Background: an optimization exercise with open tools, aiming at small area, a short achievable clock period and few clock cycles. Do not read the settings as production practice. At most, simulation tests tie the RTL to the original design; equivalence was not proved. Power figures rest on the tool's default switching activity, not on a simulated workload.

## wip/sierra
// simple_cpu
module simple_cpu
#(parameter DATA_WIDTH = 32)(
  input clk,
  input rstn,
  output [DATA_WIDTH-1:0] imem_addr,
  input  [DATA_WIDTH-1:0] imem_rdata,
  output [DATA_WIDTH-1:0] dmem_addr,
  output [DATA_WIDTH-1:0] dmem_wdata,
  output [3:0]            dmem_wstrb,
  output                  dmem_re,
  input  [DATA_WIDTH-1:0] dmem_rdata
);
export LEC_CHECK = 0
export CAP_MARGIN = 20
export CORE_MARGIN = 2
export CORE_UTILIZATION = 40
export SETUP_SLACK_MARGIN = 5
export SLEW_MARGIN = 50
export SYNTH_HIERARCHICAL = 1
export SYNTH_MINIMUM_KEEP_SIZE = 50
export TNS_END_PERCENT = 5
create_clock -name core_clock -period 10.0 [get_ports {clk}]
standard.sh (not shown) runs the stock make flow with config.mk's settings and CLKGATE_MAP_FILE= SYNTH_SCRIPT=/design/flow/synth_recipe.tcl, a recipe that flattens the netlist after the stock synthesis.
==> flow/flow/run.sh <==
#!/bin/bash
# Own layout flow: the standard flow (standard.sh) with two changes:
# the ports are buffered with buf_2 cells instead of the slow delay cell that
# buffer_ports picks by default, and CTS inserts no dummy loads and builds the tree from clkbuf_8 cells, up to 12 sinks per leaf.
set -euo pipefail
export BUFFER_PORTS_ARGS="-buffer_cell sky130_fd_sc_hd__buf_2"
export CTS_ARGS="-sink_clustering_enable -repair_clock_nets -dont_use_dummy_load -sink_clustering_size 12 -sink_clustering_max_diameter 60 -buf_list sky130_fd_sc_hd__clkbuf_8"
bash standard.sh > standard_flow.log 2>&1
Testbench counts of wip/sierra, summed over its fixed seeds: cycles 1,992,704.
[inputs] wip/zinc vs wip/sierra
- TNS_END_PERCENT now 0, was 5
- CORE_UTILIZATION now 47, was 40
[summary]
- Slowest stage cell on the critical path: sky130_fd_sc_hd__or4_4 -> wip/zinc, sky130_fd_sc_hd__nor3_1 -> wip/sierra
- Diff wip/sierra -> wip/zinc: layout multi-input combinational cell count saw little to no change, number of remaining DRC errors held, final cell count now smaller, number of gates resized after cts fell 2.7%.
Here is what was changed in the inputs of wip/violet compared with wip/zinc.
- TNS_END_PERCENT changed from 0 to 20
==> flow/flow/run.sh <==
#!/bin/bash
# Own layout flow: the standard flow (standard.sh) with three changes:
# the ports are buffered with buf_2 cells instead of the slow delay cell that
# buffer_ports picks by default; CTS inserts no dummy loads and builds the tree
# from clkbuf_8 cells, up to 12 sinks per leaf; and repair_design (before
# placement resizing and before global routing) also splits high-fanout nets.
set -euo pipefail
here=$(pwd)
export BUFFER_PORTS_ARGS="-buffer_cell sky130_fd_sc_hd__buf_2"
export CTS_ARGS="-sink_clustering_enable -repair_clock_nets -dont_use_dummy_load -sink_clustering_size 12 -sink_clustering_max_diameter 60 -buf_list sky130_fd_sc_hd__clkbuf_8"
export PRE_RESIZE_TCL="$here/flow/max_fanout.tcl"
export PRE_GLOBAL_ROUTE_TCL="$here/flow/max_fanout.tcl"
bash standard.sh > standard_flow.log 2>&1
==> flow/flow/max_fanout.tcl (new file) <==
# Ask repair_design to split nets with more than 12 loads.
set_max_fanout 12 [current_design]
--- outcome ---
- Compared with wip/zinc, wip/violet shows a lower worst-case setup slack after placement.
- Between wip/violet and wip/zinc, it is wip/violet whose routed length on met2 is higher, by 4.5 mm.
- Compared with wip/zinc, wip/violet shows a higher number of nets in the finished design.
- Diff wip/zinc -> wip/violet: total number of vias rose by 3632; clock-cell share of area dropped 0.20 points; count of cell instances traversed by the critical path higher; power picked up an extra 150 µW.
Input changes introduced in wip/indigo (baseline for comparison: wip/violet):
- CORE_UTILIZATION changed from 47 to 40
- SLEW_MARGIN changed from 50 to 70
==> flow/flow/run.sh <==
#!/bin/bash
# Own layout flow: the standard flow (standard.sh) with two changes:
# the ports are buffered with buf_2 cells instead of the slow delay cell that
# buffer_ports picks by default, and CTS inserts no dummy loads and builds the tree from clkbuf_8 cells, up to 12 sinks per leaf.
set -euo pipefail
export BUFFER_PORTS_ARGS="-buffer_cell sky130_fd_sc_hd__buf_2"
export CTS_ARGS="-sink_clustering_enable -repair_clock_nets -dont_use_dummy_load -sink_clustering_size 12 -sink_clustering_max_diameter 60 -buf_list sky130_fd_sc_hd__clkbuf_8"
bash standard.sh > standard_flow.log 2>&1
removed: flow/flow/max_fanout.tcl
## What came out
wip/indigo | status: complete | timing, DRC, antenna: pass
Taking wip/violet as the reference point, the sequential fraction of total cell area of wip/indigo rises by 1.1 points.
Changes observed in wip/indigo relative to wip/violet: worst path setup slack after routing went up 0.27 ns, time the worst path needs with I/O delays and setup shows a reduction of 0.27 ns, clock skew grew by 0.027 ns, portion of the layout cell area used by non-clock buffers saw a decrease.
wip/indigo against wip/violet: global-route usage lower; well-tap cell count higher; combinational share of power lower.
Timing startpoint of the critical path = imem_rdata[19]: wip/indigo; timing startpoint of the critical path = imem_rdata[16]: wip/violet

* * *

Setup of job 4047:
simple_cpu, a different RTL version from the one above (not shown whole).
For scale: about 1200 flip-flops, about 62000 µm² of cells after synthesis.
==> flow/config.mk <==
export PLATFORM = sky130hd
export DESIGN_NAME = simple_cpu
export DESIGN_NICKNAME = simple_cpu
export VERILOG_FILES = /design/flow/design.v
export SDC_FILE = /design/flow/constraint.sdc
export NUM_CORES = 8
export LEC_CHECK = 0
export CAP_MARGIN = 20
export CORE_MARGIN = 2
export CORE_UTILIZATION = 40
export SETUP_SLACK_MARGIN = 5
export SLEW_MARGIN = 20
==> flow/constraint.sdc <==
create_clock -name core_clock -period 10.0 [get_ports {clk}]
set_input_delay 2.0000 -clock core_clock [delete_from_list [all_inputs] [get_ports {clk}]]
set_output_delay 2.0000 -clock core_clock [all_outputs]
set_load 0.01 [all_outputs]
==> flow/flow/run.sh <==
#!/bin/bash
# Own layout flow: the standard flow (standard.sh) with two changes:
# the ports are buffered with buf_2 cells instead of the slow delay cell that
# buffer_ports picks by default, and CTS inserts no dummy loads and may use
# clkbuf_8 as well as clkbuf_16.
set -euo pipefail
export BUFFER_PORTS_ARGS="-buffer_cell sky130_fd_sc_hd__buf_2"
export CTS_ARGS="-sink_clustering_enable -repair_clock_nets -dont_use_dummy_load -buf_list {sky130_fd_sc_hd__clkbuf_8 sky130_fd_sc_hd__clkbuf_16}"
bash standard.sh > standard_flow.log 2>&1
Changes in job 6646 relative to job 4047:
==> flow/flow/run.sh <==
#!/bin/bash
# Own layout flow: the standard flow (standard.sh, standard synthesis and
# the standard floorplan, power grid, placement, CTS and routing), except that
# the ports are buffered with buf_2 cells instead of the slow delay cell that
# buffer_ports picks by default.
set -euo pipefail
export BUFFER_PORTS_ARGS="-buffer_cell sky130_fd_sc_hd__buf_2"
bash standard.sh > standard_flow.log 2>&1
Notes after the runs:
- Comparing non-clock buffer count for job 6646 and job 4047, the bigger number came from job 4047.
- Max setup slack after layout across job 6646 and job 4047: job 6646
- Cmp job 6646 vs job 4047: total iterations of the first detailed-routing run higher in job 6646
- The higher sequential share of cell area of job 6646 and job 4047 is in job 4047.
- The lower non-filler instance count after layout came out of job 4047.
- Against job 4047, job 6646 comes in 0.37 points lower on share of cell area taken by multi-input logic gates.
The inputs of job 235 differ from those of job 6646 as listed below.
==> flow/flow/run.sh <==
#!/bin/bash
# Own layout flow: the standard flow (standard.sh) with two changes:
# the ports are buffered with buf_2 cells instead of the slow delay cell that
# buffer_ports picks by default, and CTS inserts no dummy loads.
set -euo pipefail
export BUFFER_PORTS_ARGS="-buffer_cell sky130_fd_sc_hd__buf_2"
export CTS_ARGS="-sink_clustering_enable -repair_clock_nets -dont_use_dummy_load"
bash standard.sh > standard_flow.log 2>&1
Notes after the runs:
- In the flow results for job 235 and job 6646, the fmax is larger on job 6646.
- Reported for job 235 and job 6646, vertical extent of the die turned out identical to the last digit.
- Job 6646 ended up with more cell instances than job 235 did.
- [job 235] sequential cell area share rose 0.39 points relative to job 6646
- Taking job 6646 as the reference, in job 235 routed length on met3 went up; worst vdd rail ir drop shows a reduction of 44 µV; wire length shows an increase of 0.58%; worst setup slack now sits lower.
Function was not checked in any run of this note: the RTL went through the layout flow alone.

* * *

Setup of job 101:
The RTL this note starts from:
==> flow/design.v <==
module ks_adder #(
  parameter W = 32
)(
  input  [W-1:0] a,
  input  [W-1:0] b,
  input          cin,
  output [W-1:0] sum,
  output         cout
);
  localparam L = $clog2(W);
  wire [W-1:0] p0 = a ^ b;
  wire [W-1:0] g0 = a & b;
  wire [W-1:0] gl [0:L];
  wire [W-1:0] pl [0:L];
  assign gl[0] = {g0[W-1:1], g0[0] | (p0[0] & cin)};
  assign pl[0] = p0;
  genvar l, i;
  generate
    for (l = 0; l < L; l = l + 1) begin : lvl
      for (i = 0; i < W; i = i + 1) begin : bit_
        if (i >= (1 << l)) begin : node
          assign gl[l+1][i] = gl[l][i] | (pl[l][i] & gl[l][i - (1 << l)]);
          assign pl[l+1][i] = pl[l][i] & pl[l][i - (1 << l)];
        end else begin : pass
          assign gl[l+1][i] = gl[l][i];
          assign pl[l+1][i] = pl[l][i];
        end
      end
    end
  endgenerate
  wire [W:0] c = {gl[L], cin};
  assign sum  = p0 ^ c[W-1:0];
  assign cout = c[W];
endmodule
module register_file (
  input         clk,
  input  [4:0]  raddr1,
  input  [4:0]  raddr2,
  input  [4:0]  waddr,
  input  [31:0] wdata,
  input         wen,
  output reg [31:0] rdata1,
  output reg [31:0] rdata2
);
  reg [31:0] regs [1:31];
  always @(posedge clk) begin
    if (wen) regs[waddr] <= wdata;
  end
  integer i;
  always @(*) begin
    rdata1 = 32'd0;
    rdata2 = 32'd0;
    for (i = 1; i < 32; i = i + 1) begin
      rdata1 = rdata1 | ({32{raddr1 == i}} & regs[i]);
      rdata2 = rdata2 | ({32{raddr2 == i}} & regs[i]);
    end
  end
endmodule
module simple_cpu
#(parameter DATA_WIDTH = 32)(
  input clk,
  input rstn,
  output [DATA_WIDTH-1:0] imem_addr,
  input  [DATA_WIDTH-1:0] imem_rdata,
  output [DATA_WIDTH-1:0] dmem_addr,
  output [DATA_WIDTH-1:0] dmem_wdata,
  output [3:0]            dmem_wstrb,
  output                  dmem_re,
  input  [DATA_WIDTH-1:0] dmem_rdata
);
wire [31:0] f_inst = imem_rdata;
wire [6:0]  f_op   = f_inst[6:0];
wire [4:0]  f_rd   = f_inst[11:7];
wire [4:0]  f_rs1  = f_inst[19:15];
wire [4:0]  f_rs2  = f_inst[24:20];
wire f_is_op     = (f_op == 7'b0110011);
wire f_is_opimm  = (f_op == 7'b0010011);
wire f_is_load   = (f_op == 7'b0000011);
wire f_is_store  = (f_op == 7'b0100011);
wire f_is_branch = (f_op == 7'b1100011);
wire f_is_jalr   = (f_op == 7'b1100111);
wire f_is_jal    = (f_op == 7'b1101111);
wire f_is_lui    = (f_op == 7'b0110111);
wire f_is_auipc  = (f_op == 7'b0010111);
wire f_wr = (f_is_op | f_is_opimm | f_is_load | f_is_jalr | f_is_jal | f_is_lui | f_is_auipc)
            & (f_rd != 5'd0);
wire [2:0] f_f3 = f_inst[14:12];
wire f_tk_always = f_is_jal | f_is_jalr;
wire f_tk_eq  = f_is_branch & (f_f3 == 3'b000);
wire f_tk_ne  = f_is_branch & (f_f3 == 3'b001);
wire f_tk_lt  = f_is_branch & (f_f3 == 3'b100);
wire f_tk_ge  = f_is_branch & (f_f3 == 3'b101);
wire f_tk_ltu = f_is_branch & (f_f3 == 3'b110);
wire f_tk_geu = f_is_branch & (f_f3 == 3'b111);
reg [31:0] f_imm;
always @(*) begin
  if (f_is_store)
    f_imm = {{20{f_inst[31]}}, f_inst[31:25], f_inst[11:7]};
  else if (f_is_branch)
    f_imm = {{20{f_inst[31]}}, f_inst[7], f_inst[30:25], f_inst[11:8], 1'b0};
  else if (f_is_jal)
    f_imm = {{12{f_inst[31]}}, f_inst[19:12], f_inst[20], f_inst[30:21], 1'b0};
  else if (f_is_lui | f_is_auipc)
    f_imm = {f_inst[31:12], 12'b0};
  else
    f_imm = {{20{f_inst[31]}}, f_inst[31:20]};
end
reg [31:0] pc;           
reg [31:0] imm;
reg [31:0] rv1, rv2;
reg [4:0]  rd;
reg [2:0]  funct3;
reg        f7b5;
reg        is_op, is_opimm, is_load, is_store, is_branch, is_jalr, is_jal, is_lui, is_auipc;
reg        wr;           
reg        tk_always, tk_eq, tk_ne, tk_lt, tk_ge, tk_ltu, tk_geu;
wire [31:0] wb_data;
wire [31:0] next_pc;
wire [31:0] rf_rd1, rf_rd2;
register_file m_rf (
  .clk(clk),
  .raddr1(f_rs1), .raddr2(f_rs2),
  .waddr(rd), .wdata(wb_data), .wen(wr),
  .rdata1(rf_rd1), .rdata2(rf_rd2)
);
wire [31:0] f_rv1 = (wr && rd == f_rs1) ? wb_data : rf_rd1;
wire [31:0] f_rv2 = (wr && rd == f_rs2) ? wb_data : rf_rd2;
always @(posedge clk) begin
  if (!rstn) begin
    pc        <= 32'hFFFF_FFFC;
    is_op     <= 1'b0;
    is_opimm  <= 1'b0;
    is_load   <= 1'b0;
    is_store  <= 1'b0;
    is_branch <= 1'b0;
    is_jalr   <= 1'b0;
    is_jal    <= 1'b0;
    is_lui    <= 1'b0;
    is_auipc  <= 1'b0;
    wr        <= 1'b0;
    tk_always <= 1'b0;
    tk_eq     <= 1'b0;
    tk_ne     <= 1'b0;
    tk_lt     <= 1'b0;
    tk_ge     <= 1'b0;
    tk_ltu    <= 1'b0;
    tk_geu    <= 1'b0;
  end else begin
    pc        <= next_pc;
    is_op     <= f_is_op;
    is_opimm  <= f_is_opimm;
    is_load   <= f_is_load;
    is_store  <= f_is_store;
    is_branch <= f_is_branch;
    is_jalr   <= f_is_jalr;
    is_jal    <= f_is_jal;
    is_lui    <= f_is_lui;
    is_auipc  <= f_is_auipc;
    wr        <= f_wr;
    tk_always <= f_tk_always;
    tk_eq     <= f_tk_eq;
    tk_ne     <= f_tk_ne;
    tk_lt     <= f_tk_lt;
    tk_ge     <= f_tk_ge;
    tk_ltu    <= f_tk_ltu;
    tk_geu    <= f_tk_geu;
  end
  imm    <= f_imm;
  rd     <= f_rd;
  funct3 <= f_inst[14:12];
  f7b5   <= f_inst[30];
  rv1    <= f_rv1;
  rv2    <= f_rv2;
end
assign imem_addr = next_pc;
wire [31:0] pc_plus4 = pc + 32'd4;
wire [31:0] pc_imm   = pc + imm;          
wire [31:0] agu;                          
wire        agu_co;
ks_adder #(.W(32)) m_agu (.a(rv1), .b(imm), .cin(1'b0), .sum(agu), .cout(agu_co));
wire [31:0] br_diff;
wire        br_co;
ks_adder #(.W(32)) m_cmp (.a(rv1), .b(~rv2), .cin(1'b1), .sum(br_diff), .cout(br_co));
wire br_eq  = (rv1 == rv2);
wire br_ltu = ~br_co;
wire br_lt  = (rv1[31] ^ rv2[31]) ? rv1[31] : br_ltu;
wire take = tk_always | (tk_eq & br_eq) | (tk_ne & ~br_eq) | (tk_lt & br_lt) |
            (tk_ge & ~br_lt) | (tk_ltu & br_ltu) | (tk_geu & ~br_ltu);
wire [31:0] target = is_jalr ? agu : pc_imm;
assign next_pc = take ? target : pc_plus4;
wire [31:0] op_b = is_op ? rv2 : imm;
wire        sub     = (is_op & f7b5 & (funct3 == 3'b000)) | (funct3[2:1] == 2'b01);
wire [32:0] sum     = {1'b0, rv1} + {1'b0, op_b ^ {32{sub}}} + {32'd0, sub};
wire        lt_u    = ~sum[32];
wire        lt_s    = (rv1[31] ^ op_b[31]) ? rv1[31] : sum[31];
wire [4:0]  shamt   = op_b[4:0];
wire        sh_left = (funct3 == 3'b001);
reg  [31:0] sh_in, sh_out;
integer k;
always @(*) begin
  for (k = 0; k < 32; k = k + 1) sh_in[k] = sh_left ? rv1[31-k] : rv1[k];
end
wire [63:0] sh_ext = {{32{f7b5 & rv1[31] & ~sh_left}}, sh_in};
wire [31:0] sh_r   = sh_ext >> shamt;
always @(*) begin
  for (k = 0; k < 32; k = k + 1) sh_out[k] = sh_left ? sh_r[31-k] : sh_r[k];
end
reg [31:0] alu_out;
always @(*) begin
  if (is_op & f7b5 & (funct3 != 3'b000) & (funct3 != 3'b101)) alu_out = 32'd0;
  else begin
    case (funct3)
      3'b000: alu_out = sum[31:0];
      3'b001: alu_out = sh_out;
      3'b010: alu_out = {31'd0, lt_s};
      3'b011: alu_out = {31'd0, lt_u};
      3'b100: alu_out = rv1 ^ op_b;
      3'b101: alu_out = sh_out;
      3'b110: alu_out = rv1 | op_b;
      default: alu_out = rv1 & op_b;
    endcase
  end
end
assign dmem_addr = agu;
assign dmem_re   = is_load;
reg [31:0] st_data;
reg [3:0]  st_strb;
always @(*) begin
  st_data = rv2;
  st_strb = 4'b0000;
  case (funct3[1:0])
    2'b00: begin st_data = {4{rv2[7:0]}};  st_strb = 4'b0001 << agu[1:0]; end
    2'b01: begin st_data = {2{rv2[15:0]}}; st_strb = agu[1] ? 4'b1100 : 4'b0011; end
    2'b10: begin st_data = rv2;            st_strb = 4'b1111; end
    default: ;
  endcase
end
assign dmem_wdata = st_data;
assign dmem_wstrb = is_store ? st_strb : 4'b0000;
wire [7:0]  ld_byte = agu[1] ? (agu[0] ? dmem_rdata[31:24] : dmem_rdata[23:16])
                             : (agu[0] ? dmem_rdata[15:8]  : dmem_rdata[7:0]);
wire [15:0] ld_half = agu[1] ? dmem_rdata[31:16] : dmem_rdata[15:0];
reg  [31:0] ld_data;
always @(*) begin
  case (funct3[1:0])
    2'b00:   ld_data = {{24{ld_byte[7]  & ~funct3[2]}}, ld_byte};
    2'b01:   ld_data = {{16{ld_half[15] & ~funct3[2]}}, ld_half};
    2'b10:   ld_data = dmem_rdata;
    default: ld_data = 32'd0;
  endcase
end
assign wb_data = is_load             ? ld_data  :
                 (is_jal | is_jalr)  ? pc_plus4 :
                 is_lui              ? imm      :
                 is_auipc            ? pc_imm   : alu_out;
endmodule
==> flow/config.mk <==
export PLATFORM = sky130hd
export DESIGN_NAME = simple_cpu
export DESIGN_NICKNAME = simple_cpu
export VERILOG_FILES = /design/flow/design.v
export SDC_FILE = /design/flow/constraint.sdc
export NUM_CORES = 8
export LEC_CHECK = 0
export CAP_MARGIN = 20
export CORE_MARGIN = 2
export CORE_UTILIZATION = 40
export SETUP_SLACK_MARGIN = 4
export SLEW_MARGIN = 20
==> flow/constraint.sdc <==
create_clock -name core_clock -period 10.0 [get_ports {clk}]
set_input_delay 2.0000 -clock core_clock [delete_from_list [all_inputs] [get_ports {clk}]]
set_output_delay 2.0000 -clock core_clock [all_outputs]
set_load 0.01 [all_outputs]
run.sh (not shown) runs the stock make flow with config.mk's settings and CLKGATE_MAP_FILE= SYNTH_SCRIPT=/design/flow/synth_recipe.tcl, a recipe that flattens the netlist after the stock synthesis.
Stock flow here: none of the scripts above is used.
Input changes introduced in job 102 (baseline for comparison: job 101):
Settings: CORE_UTILIZATION: 40 -> 50.
Results
- Compared job 102 vs job 101, and met1 global-route usage is up in job 102.
- Higher area added between synthesis and finish was reported by job 101, not job 102.
- For job 101 and job 102, there was not a single run that failed to finish clean.
- There was hardly any difference in number of nets in the layout between job 101 and job 102.
- In the metrics for job 101 and job 102, the one carrying the lower share of the core filled with cells in the final layout is job 101.
- Against job 101 as the reference, job 102 delivers a higher critical path data arrival time.
- Against job 101, top achievable clock speed in job 102 rose slightly.
- Clock insertion delay at the later pin of the skew report: job 102 vs job 101 down 0.02 ns
- Job 102 reports its beginning of the critical path as funct3[0] while job 101 reports rv2[8].
Edits applied to the flow inputs when going from job 102 to job 103:
Settings: SETUP_SLACK_MARGIN: 4 -> 5; CORE_UTILIZATION: 50 -> 40; SLEW_MARGIN: 20 -> 60; CAP_MARGIN: 20 -> 40.
==> flow/flow/run.sh (new file) <==
#!/bin/bash
# Own layout flow: the standard flow (standard.sh, standard synthesis and
# the standard floorplan, power grid, placement, CTS and routing), except that
# the ports are buffered with buf_2 cells instead of the slow delay cell that
# buffer_ports picks by default.
set -euo pipefail
export BUFFER_PORTS_ARGS="-buffer_cell sky130_fd_sc_hd__buf_2"
bash standard.sh > standard_flow.log 2>&1
==> flow/standard.sh (new file) <==
#!/bin/bash
# synth_recipe.tcl (not shown) runs the flow's synth.tcl, then flattens the netlist and writes it again
# the make line also repeats each setting of config.mk as NAME=value (left out here)
make -C /OpenROAD-flow-scripts/flow DESIGN_CONFIG=/design/flow/config.mk WORK_HOME=/design/flow/orfs CLKGATE_MAP_FILE= SYNTH_SCRIPT=/design/flow/synth_recipe.tcl "${@:-finish}"
removed: flow/run.sh
Job 103 ran to completion and came out clean on the timing, design-rule and antenna checks.
Wire length per cell after detailed routing ends up lower on job 103.
The post-route minimum period number comes out higher for job 103 vs job 102.
Job 102 has lower total wirelength of the detailed-routed design than job 103.
Summary of job 103 over job 102: clock network fraction of total power neither gained nor lost much, global-route usage went down by 9.1 points, global-route wire length before repair up 3.9%, highest clock rate fell by 0.42%, worst hold slack down 0.021 ns.
Kind of critical path: flop to flop -> job 102, flop to output port -> job 103
diff inputs: job 103 => job 104
Settings: swapping 40 for 20 in CAP_MARGIN; putting CTS_BUF_LIST at sky130_fd_sc_hd__clkbuf_8 where nothing was set; swapping 5 for 4 in SETUP_SLACK_MARGIN; swapping 60 for 20 in SLEW_MARGIN.
==> flow/run.sh (new file) <==
#!/bin/bash
# synth_recipe.tcl (not shown) runs the flow's synth.tcl, then flattens the netlist and writes it again
# the make line also repeats each setting of config.mk as NAME=value (left out here)
make -C /OpenROAD-flow-scripts/flow DESIGN_CONFIG=/design/flow/config.mk WORK_HOME=/design/flow/orfs CLKGATE_MAP_FILE= SYNTH_SCRIPT=/design/flow/synth_recipe.tcl finish
removed: flow/flow/run.sh
removed: flow/standard.sh
### Flow results
imem_addr[1] as the critical path endpoint was reported by job 104, and imem_addr[31] by job 103. Against job 103 as the reference, job 104 delivers a higher sequential share of layout area. Of job 104 and job 103, job 103 shows the lower post-route clock period utilization, with job 104 above it. NOTE area taken by multi-input logic gates job 103->job 104 decreased by a few percent. Fmax: job 104 lower than job 103. Re fraction of the mapped netlist area in adder cells: no difference whatsoever between job 104 and job 103. Final cell area: job 104 below job 103. Compared to job 103, job 104 has clock skew 0.0071 ns higher. Global-route wire length before repair across job 104 and job 103: no real change. Compared to job 103, job 104 has pin slew with the least headroom to its limit 0.56 ns higher. Comparing job 103 against job 104, there is no change at all in sequential cell count. In the flow results for job 104 and job 103, the starting DRC count in detailed routing is smaller on job 104.
The inputs of job 105 differ from those of job 104 as listed below.
Settings: CTS_BUF_LIST removed (was sky130_fd_sc_hd__clkbuf_8); SETUP_SLACK_MARGIN changed from 4 to 5.
Notes after the runs:
- Having completed the whole flow, job 105 delivered a layout that passed the timing, design-rule and antenna checks.
- Compared with job 104, in job 105 cell-internal power now sits higher, number of cells on the critical path dropped 1, total power per unit cell area went up by 2.0 nW/um^2, clock latency of the later-clocked register in the worst-skew pair went down 0.20 ns, peak per-stage delay on the critical path up 0.11 ns.
- On total power, job 105 does worse than job 104.
- The final period demand of the worst path in job 105 was lower than what job 104 gave.
- Count of clock-buffer cells in the layout: job 105 < job 104
Function was not checked in any run of this note: the RTL went through the layout flow alone.

static timing again, ports no longer ideal:
Ports are ideal in the flow. The routed layouts listed here were re-timed in OpenROAD.
Step 1: set_driving_cell puts a clkbuf_16 on clk and a buf_2 on each other input, an assumption about the parent block.
Step 2 moves the port delays by t, midway between the first and last clock arrival at a register: inputs arrive t later, outputs are due t later. That takes back most of the time a late clock gives input paths.
a / b / c = no drivers / after step 1 / after step 2; a / b = the first two.
run | t, ns | setup WS [ns] | latest minus earliest clock arrival (ns)
wip/sierra | 0.988 | 4.787 / 4.752 / 3.764 | 0.128 / 0.127
wip/zinc | 0.980 | 4.841 / 4.780 / 3.799 | 0.125 / 0.125
wip/violet | 0.941 | 4.621 / 4.622 / 3.681 | 0.118 / 0.118
wip/indigo | 0.968 | 4.887 / 4.854 / 3.885 | 0.144 / 0.145
job 4047 | 0.852 | 4.625 / 4.478 / 3.626 | 0.113 / 0.113
job 6646 | 0.881 | 4.643 / 4.540 / 3.659 | 0.055 / 0.055
job 235 | 0.852 | 4.625 / 4.478 / 3.626 | 0.113 / 0.113
job 101 | 0.867 | 3.778 / 3.690 / 3.578 | 0.113 / 0.112
job 102 | 0.841 | 3.838 / 3.771 / 3.511 | 0.104 / 0.104
job 103 | 0.847 | 3.812 / 3.734 / 4.463 | 0.090 / 0.091
job 104 | 1.038 | 3.620 / 3.544 / 3.533 | 0.098 / 0.097
job 105 | 0.847 | 3.796 / 3.716 / 4.045 | 0.077 / 0.076
After both steps every run listed still meets setup and hold. The setup slack of wip/zinc, which loses most, moves by -0.061 ns with the drivers and by -1.042 ns with both steps.
